This is an optimization exercise on Yosys and OpenROAD, whose aim is small area, a short achievable clock period and few clock cycles, not a production implementation.
The RTL of this run was laid out without a check of its function.
Power is estimated from default activity; no workload was simulated.

==> design/flow/design.v <==
module stupid_NN_layer1(
input clk,
input reset_n,
input waitrequest,
input ready,
input readdatavalid,
input [15:0] readdata,
output chipselect,
output [1:0] byteenable,
output reg done,
output reg read_n,
output reg write_n,
output reg [15:0] writedata,
output [31:0] address
);
localparam [16:0] WB  = 17'h0E249;      
localparam [7:0]  PBH = 8'h52;          
localparam [7:0]  PLH = 8'h83;          
localparam [9:0]  NB  = 10'h151;        
localparam [9:0]  NE  = 10'h151 + 10'd199;
assign chipselect = 1'b1;
assign byteenable = 2'b11;
reg st_boot, st_idle, st_p, st_w, st_wr, st_done;
reg [1:0] kc;          
reg [1:0] wn;          
reg rq, wq, dr, dr2, dr3, dr4;
reg [16:0] wa;         
reg [7:0]  ph;         
reg [9:0]  na;         
reg [2:0]  ret;        
reg [2:0]  out;        
reg [3:0]  msk;        
reg [4:0]  p0, p1;     
reg        pv;         
reg [1:0]  pn;         
reg [1:0]  hd;         
reg [13:0] r0, r1, r2, r3;  
reg [5:0]  ta;         
reg [5:0]  s1, s2, s3;  
reg        wclr;       
reg [23:1] ad;         
reg wi_q, wn_q;        
wire adv   = (rq | wq) & ~waitrequest;    
wire acc_r = rq & ~waitrequest;
wire rdv   = readdatavalid;
wire timer_end = wa[16] & wa[15] & wa[10] & wa[9] & wa[7] & wa[5];  
wire start = st_idle & ready;
wire node_end = (ph == PLH) & (wa[1:0] == 2'd0);
wire last_grp = (na == NE);
wire cap = out[2] & out[1];
wire k_last = (kc == 2'd3);
wire grp_done = st_wr & (wn == 2'd3);    
wire a_p  = (st_w & k_last & ~node_end) | (grp_done & ~last_grp);
wire a_w  = st_p | (st_w & ~k_last);
wire a_wr = (st_w & k_last & node_end) | (st_wr & ~grp_done);
wire a_done = grp_done & last_grp;
wire [1:0]  ksel   = wn_q ? 2'd3 : kc + 2'd1;
wire [16:0] wadd   = wa + (ksel == 2'd1 ? 17'd196 : ksel == 2'd2 ? 17'd392 : 17'd588);
wire [16:0] wa_inc = wa + 17'd1;
wire [7:0]  ph_inc = ph + 8'd1;
wire [9:0]  na_inc = na + 10'd1;
wire [23:1] ad_nx = st_p ? {6'h3C, wi_q ? wa_inc : wn_q ? wadd : wa} :
                    (st_w & ~k_last) ? {6'h3C, wadd} :
                    {13'h0050, (wa[1:0] == 2'd3) ? ph_inc : ph, wa_inc[1:0]};
always @(posedge clk) begin
  if (!reset_n) begin
    st_boot <= 1'b1; st_idle <= 1'b0; st_p <= 1'b0; st_w <= 1'b0; kc <= 2'd0;
    st_wr <= 1'b0; st_done <= 1'b0; rq <= 1'b0; wq <= 1'b0; wn <= 2'd0;
    dr <= 1'b0; dr2 <= 1'b0; dr3 <= 1'b0; dr4 <= 1'b0;
    wi_q <= 1'b0; wn_q <= 1'b0;
  end else begin
    st_boot <= st_boot & ~timer_end;
    wi_q <= adv & st_w & k_last;
    wn_q <= adv & grp_done;
    st_idle <= (st_idle & ~ready) | (st_done & ~ready) | (st_boot & timer_end);
    st_done <= ready & (adv ? a_done : st_done);
    st_p  <= start | (adv ? a_p : st_p);
    st_w  <= adv ? a_w : st_w;
    kc    <= adv & st_w ? kc + 2'd1 : kc;
    st_wr <= adv ? a_wr : st_wr;
    rq <= start | (adv ? (a_p | a_w) & ~cap : (st_p | st_w) & ~cap);
    dr <= st_wr & (out == 3'd0);
    dr2 <= st_wr & dr;
    dr3 <= st_wr & dr2;
    dr4 <= st_wr & dr3;
    wn <= adv & st_wr ? wn + 2'd1 : wn;
    wq <= (adv ? a_wr : st_wr) & dr4 & (hd + 2'd1 == (adv & st_wr ? wn + 2'd1 : wn));
  end
end
always @(posedge clk) begin
  if (!reset_n) wa <= 17'd0;
  else if (st_idle) wa <= WB;
  else if (st_boot | wi_q) wa <= wa_inc;
  else if (wn_q) wa <= wadd;
  if (st_idle | (wi_q & node_end)) ph <= PBH;
  else if (wi_q & (wa[1:0] == 2'd3)) ph <= ph_inc;
  if (st_idle) na <= NB;
  else if (adv & st_wr) na <= na_inc;
  if (st_idle | (adv & grp_done)) ad <= {13'h0050, PBH, 2'b01};
  else if (st_wr) ad <= {13'h0026, adv ? na_inc : na};
  else if (adv) ad <= ad_nx;
  if (st_idle) ret <= 3'd0;
  else if (rdv) ret <= (ret == 3'd4) ? 3'd0 : ret + 3'd1;
  if (st_boot | st_idle) out <= 3'd0;
  else if (rdv) out <= acc_r ? out : out - 3'd1;
  else out <= acc_r ? out + 3'd1 : out;
end
wire [15:0] ml = readdata & {{4{msk[3]}}, {4{msk[2]}}, {4{msk[1]}}, {4{msk[0]}}};
always @(posedge clk) if (rdv && ret == 3'd0)
  msk <= {|readdata[15:12], |readdata[11:8], |readdata[7:4], |readdata[3:0]};
always @(posedge clk) begin
  p0 <= {ml[3], ml[3:0]} + {ml[7], ml[7:4]};
  p1 <= {ml[11], ml[11:8]} + {ml[15], ml[15:12]};
  pv <= rdv & (ret != 3'd0);
  pn <= ret[1:0] - 2'd1;
end
wire [5:0] term = {p0[4], p0} + {p1[4], p1};
wire [1:0] d = pn - hd - 2'd1;
always @(posedge clk) begin
  if (!reset_n) begin hd <= 2'd0; wclr <= 1'b0; end
  else begin hd <= hd + 2'd1; wclr <= st_wr & adv; end
  ta <= (pv & d == 2'd0) ? term : s1;
  s1 <= (pv & d == 2'd1) ? term : s2;
  s2 <= (pv & d == 2'd2) ? term : s3;
  s3 <= (pv & d == 2'd3) ? term : 6'd0;
  r0 <= r1;
  r1 <= r2;
  r2 <= wclr ? 14'd0 : r3;
  r3 <= st_boot ? 14'd0 : r0 + {{8{ta[5]}}, ta};
end
always @(*) begin
  done = st_done;
  read_n = ~rq;
  write_n = ~wq;
  writedata = {{2{r0[13]}}, r0};
end
assign address = {8'd0, ad, 1'b0};
endmodule
==> design/flow/flow/run.sh <==
#!/bin/bash
set -e
export BUFFER_PORTS_ARGS="-buffer_cell sky130_fd_sc_hd__buf_2"
export CTS_ARGS="-sink_clustering_enable -repair_clock_nets -sink_clustering_size 30 -sink_clustering_max_diameter 100 -buf_list {sky130_fd_sc_hd__clkbuf_4 sky130_fd_sc_hd__clkbuf_8} -dont_use_dummy_load"
bash standard.sh > standard.log 2>&1
==> design/flow/standard.sh <==
#!/bin/bash
# synth_recipe.tcl (not shown) runs the flow's synth.tcl, then flattens the netlist and writes it again
# the make line also repeats each setting of config.mk as NAME=value (left out here)
make -C /OpenROAD-flow-scripts/flow DESIGN_CONFIG=/design/flow/config.mk WORK_HOME=/design/flow/orfs CLKGATE_MAP_FILE= SYNTH_SCRIPT=/design/flow/synth_recipe.tcl "${@:-finish}"
==> design/flow/config.mk <==
export PLATFORM = sky130hd
export DESIGN_NAME = stupid_NN_layer1
export DESIGN_NICKNAME = stupid_NN_layer1
export VERILOG_FILES = /design/flow/design.v
export SDC_FILE = /design/flow/constraint.sdc
export NUM_CORES = 4
export LEC_CHECK = 0
export ABC_CLOCK_PERIOD_IN_PS = 2000
export CAP_MARGIN = 20
export CORE_MARGIN = 2
export CORE_UTILIZATION = 40
export CTS_BUF_LIST = sky130_fd_sc_hd__clkbuf_4 sky130_fd_sc_hd__clkbuf_8
export CTS_CLUSTER_DIAMETER = 100
export CTS_CLUSTER_SIZE = 30
export PLACE_DENSITY = 0.75
export SETUP_SLACK_MARGIN = 3.0
export SLEW_MARGIN = 20
==> design/flow/constraint.sdc <==
create_clock -name core_clock -period 5.0 [get_ports {clk}]
set_input_delay 1.0000 -clock core_clock [delete_from_list [all_inputs] [get_ports {clk}]]
set_output_delay 1.0000 -clock core_clock [all_outputs]
set_load 0.01 [all_outputs]
==> results.json <==
{
  "cap_violations": 0,
  "drv_slew": 0,
  "post-route-util": 0.477,
  "final_cell_mix": "147 x dfxtp_1, 102 x nor2_1, 72 x nand2_1",
  "io_buffers": 60,
  "cts_sinks": 177,
  "power.density_mw_per_mm2": 288,
  "cts_buffers": 17,
  "grt.total_usage": 0.197,
  "path_clk_slew_ns": 0.10,
  "setup-violations-final": 0,
  "drive_gt1_frac": 0.236,
  "cts_tree": "done",
  "synth-async-reset-ratio": 0,
  "synth.yosys.warnings": 1,
  "first_pass_iters": 5,
  "routed_via_density": 5.55,
  "rr_worst_depth": 14,
  "vias": 7531,
  "holdPathStages": 0,
  "crit_type": "register to register",
  "fin_skew_ns": 0.0351,
  "max_freq_ghz": 0.356,
  "grt_pass1_wl_um": 35400,
  "antenna_found_initial": 1,
  "p_leak_uw": 0.00420,
  "final_common_cell": "dfxtp_1",
  "finalPower_uw": 2980,
  "syn_area_mm2": 0.00873,
  "fin_crit_sh": 0.562,
  "end_kind": "register",
  "rsz0062_at_grt": "yes",
  "gp_congestion": 0.940,
  "ys.flop_type": "dfxtp_1",
  "multi_input_area_mm2": 0.00519,
  "area_growth_pct": 18.2,
  "coreArea_mm2": 0.0216,
  "cp.arrival_ns": 3.15,
  "drt_iter0_markers": 692,
  "dp_hpwl_um": 15000,
  "grt_pass1_vias": 7026,
  "initial_core_util": 0.404,
  "synth.avg_cell_area_um2": 8.71,
  "h-tree-depth": 4,
  "synth_seq_cells": 177,
  "hp-class": "register to register",
  "cp.required_ns": 5.33,
  "grt-ovfl-total": 0,
  "syn_inst": 1002,
  "peakVddDrop_uv": 215,
  "cp_max_fo": 2,
  "postRouteAntennaNets": 0,
  "nFillCells": 1989,
  "dieArea_mm2": 0.0230,
  "synth_edf_count": 4,
  "regArea_mm2": 0.00363,
  "remaining_drc_errors": 0,
  "drt_wl_total_um": 23000,
  "fin_crit_ns": 2.81,
  "max-clock-path-buffers": 2,
  "crit_path_start_kind": "register",
  "num-nets-final": 1149,
  "worst_pin_slew_ns": 0.804,
  "postCtsHoldBufs": 0,
  "fp.dieW_um": 152,
  "finalHoldViolCount": 0,
  "outcome": "timing/DRC/antenna clean",
  "boundaryPins": 75,
  "yosysUniqueCellTypes": 68,
  "rows": 54,
  "grt_max_degree": 33,
  "cts-root-buf": "clkbuf_8",
  "die_y_um": 152,
  "ys_seq_area_frac": 0.410,
  "clk-insertion-delay-late_ns": 0.47,
  "slew_headroom": 0.463,
  "tns_ns": 0,
  "avgRoutedWirePerCell_um": 16.9
}
-- path summary, 6_finish.rpt --
check,startpoint,endpoint,slack (ns)
max,kc[0],ad[9],2.19
min,r1[1],r0[1],0.29
min reg2reg,r1[1],r0[1],0.29
max reg2reg,kc[0],ad[9],2.19
-- cells by family (layout without fill, tap and decap cells) --
family / count (synthesis) / in the layout / share of synthesized area
muxes: 22 / 22 / 0.0268
and+or+nand+nor: 358 / 358 / 0.202
other: 2 / 15 / 0.000860
buffers and inverters: 113 / 173 / 0.0585
DFF: 177 / 177 / 0.410
AOI/OAI and AO/OA: 210 / 212 / 0.154
adders and majority gates: 50 / 50 / 0.0768
xor gates and xnor gates: 70 / 70 / 0.0702
-- per-stage QoR --
step                setup slack [ns]  hold WS (ns)  cells  instance area (µm²)
floorplan                       2.25         0.310   1014                 8930
global placement                2.08         0.310   1295                 9230
finish                          2.19         0.291   1357                10300
global route                    2.13         0.303   1357                10300
detailed placement              2.04         0.313   1295                 9230
CTS                             2.24         0.289   1343                 9990
-- cell type report --
cell class              count  area share
clock buffers              17      0.0227
multi-input cells         726       0.503
diodes                      1    0.000242
inverters                  50      0.0194
repair buffers            106      0.0692
well taps                 280      0.0339
flip-flops and latches    177       0.352
-- worst max-delay path: stages (launching register included) --
cell     delay (ns)
dfxtp_2        0.35
ha_4           0.20
or2_4          0.24
ha_4           0.18
inv_4          0.07
ha_4           0.13
inv_2          0.03
fa_2           0.33
and4b_2        0.33
buf_4          0.13
o21a_1         0.13
nor2_2         0.06
mux2i_1        0.16
o32ai_1        0.25
o21ai_1        0.11
-- layer usage --
| layer | global-route usage | routed length (µm) | vias to the layer above | part of all wire |
|---|---|---|---|---|
| li1 | - | - | 3584 | - |
| met1 | 0.246 | 9390 | 3495 | 0.41 |
| met2 | 0.322 | 10700 | 348 | 0.47 |
| met3 | 0.0398 | 1670 | 104 | 0.073 |
| met4 | 0.102 | 1190 | 0 | 0.052 |
| met5 | 0 | 0 | - | 0 |
-- cells in the mapped netlist, types with 13 or more instances --
| cell type | instances | area, µm² |
|---|---|---|
| dfxtp_1 | 173 | 3460 |
| nor2_1 | 109 | 409 |
| nand2_1 | 73 | 274 |
| a21oi_1 | 58 | 290 |
| o21ai_0 | 53 | 265 |
| inv_1 | 50 | 188 |
| ha_1 | 44 | 551 |
| xnor2_1 | 39 | 342 |
| nand3_1 | 33 | 165 |
| nor2b_1 | 33 | 206 |
| clkbuf_1 | 31 | 116 |
| xor2_1 | 31 | 272 |
| buf_4 | 20 | 150 |
| nor3_1 | 19 | 95.1 |
| and2_1 | 17 | 106 |
| nand4_1 | 17 | 106 |
| a21o_1 | 13 | 97.6 |
| and3_1 | 13 | 81.3 |
-- flip-flops by register name, summed over array words and instances, names as in the netlist, 5 cells and up, named ones only --
| register | flops |
|---|---|
| p1 | 5 |
| r0 | 14 |
| r1 | 14 |
| s1 | 6 |
| ta | 6 |
| s2 | 6 |
| na | 10 |
| ad | 18 |
| s3 | 6 |
| r3 | 14 |
| wa | 16 |
| ph | 8 |
| r2 | 14 |
| p0 | 5 |
-- where the power goes --
group	total, µW	internal [µW]	switching [µW]
clock	746	300	446
sequential	1640	1560	84.1
combinational	588	270	318
total	2980	2130	848
-- timing repair --
item | 4_1_cts | 5_1_grt
buffers inserted | 30 | 12
endpoints found under the hold margin | 0 | 0
resized for setup | 82 | 59
pin swaps | 37 | 31
gates cloned | 1 | 1
setup endpoints to repair | 51 | 85

-- what the ideal ports hide --
The results above use ideal ports. As a check the final layout listed here was re-extracted and re-timed, cells and wires unchanged. Step 1 assumes that a clkbuf_16 drives the clock port and a buf_2 every other input. Step 2 moves the port delays by t, midway between the first and last clock arrival at a register: inputs arrive t later, outputs are due t later. That takes back most of the time a late clock gives input paths. a / b / c = ideal ports / drivers / drivers and shift; a / b = the first two.
shift t [ns]: 0.494
setup WS [ns]: 2.189 / 2.189 / 2.189
latest minus earliest clock arrival (ns): 0.043 / 0.043
After both steps this run still meets setup and hold. The setup slack of this run moves by 0.000 ns with the drivers and by 0.000 ns with both steps.
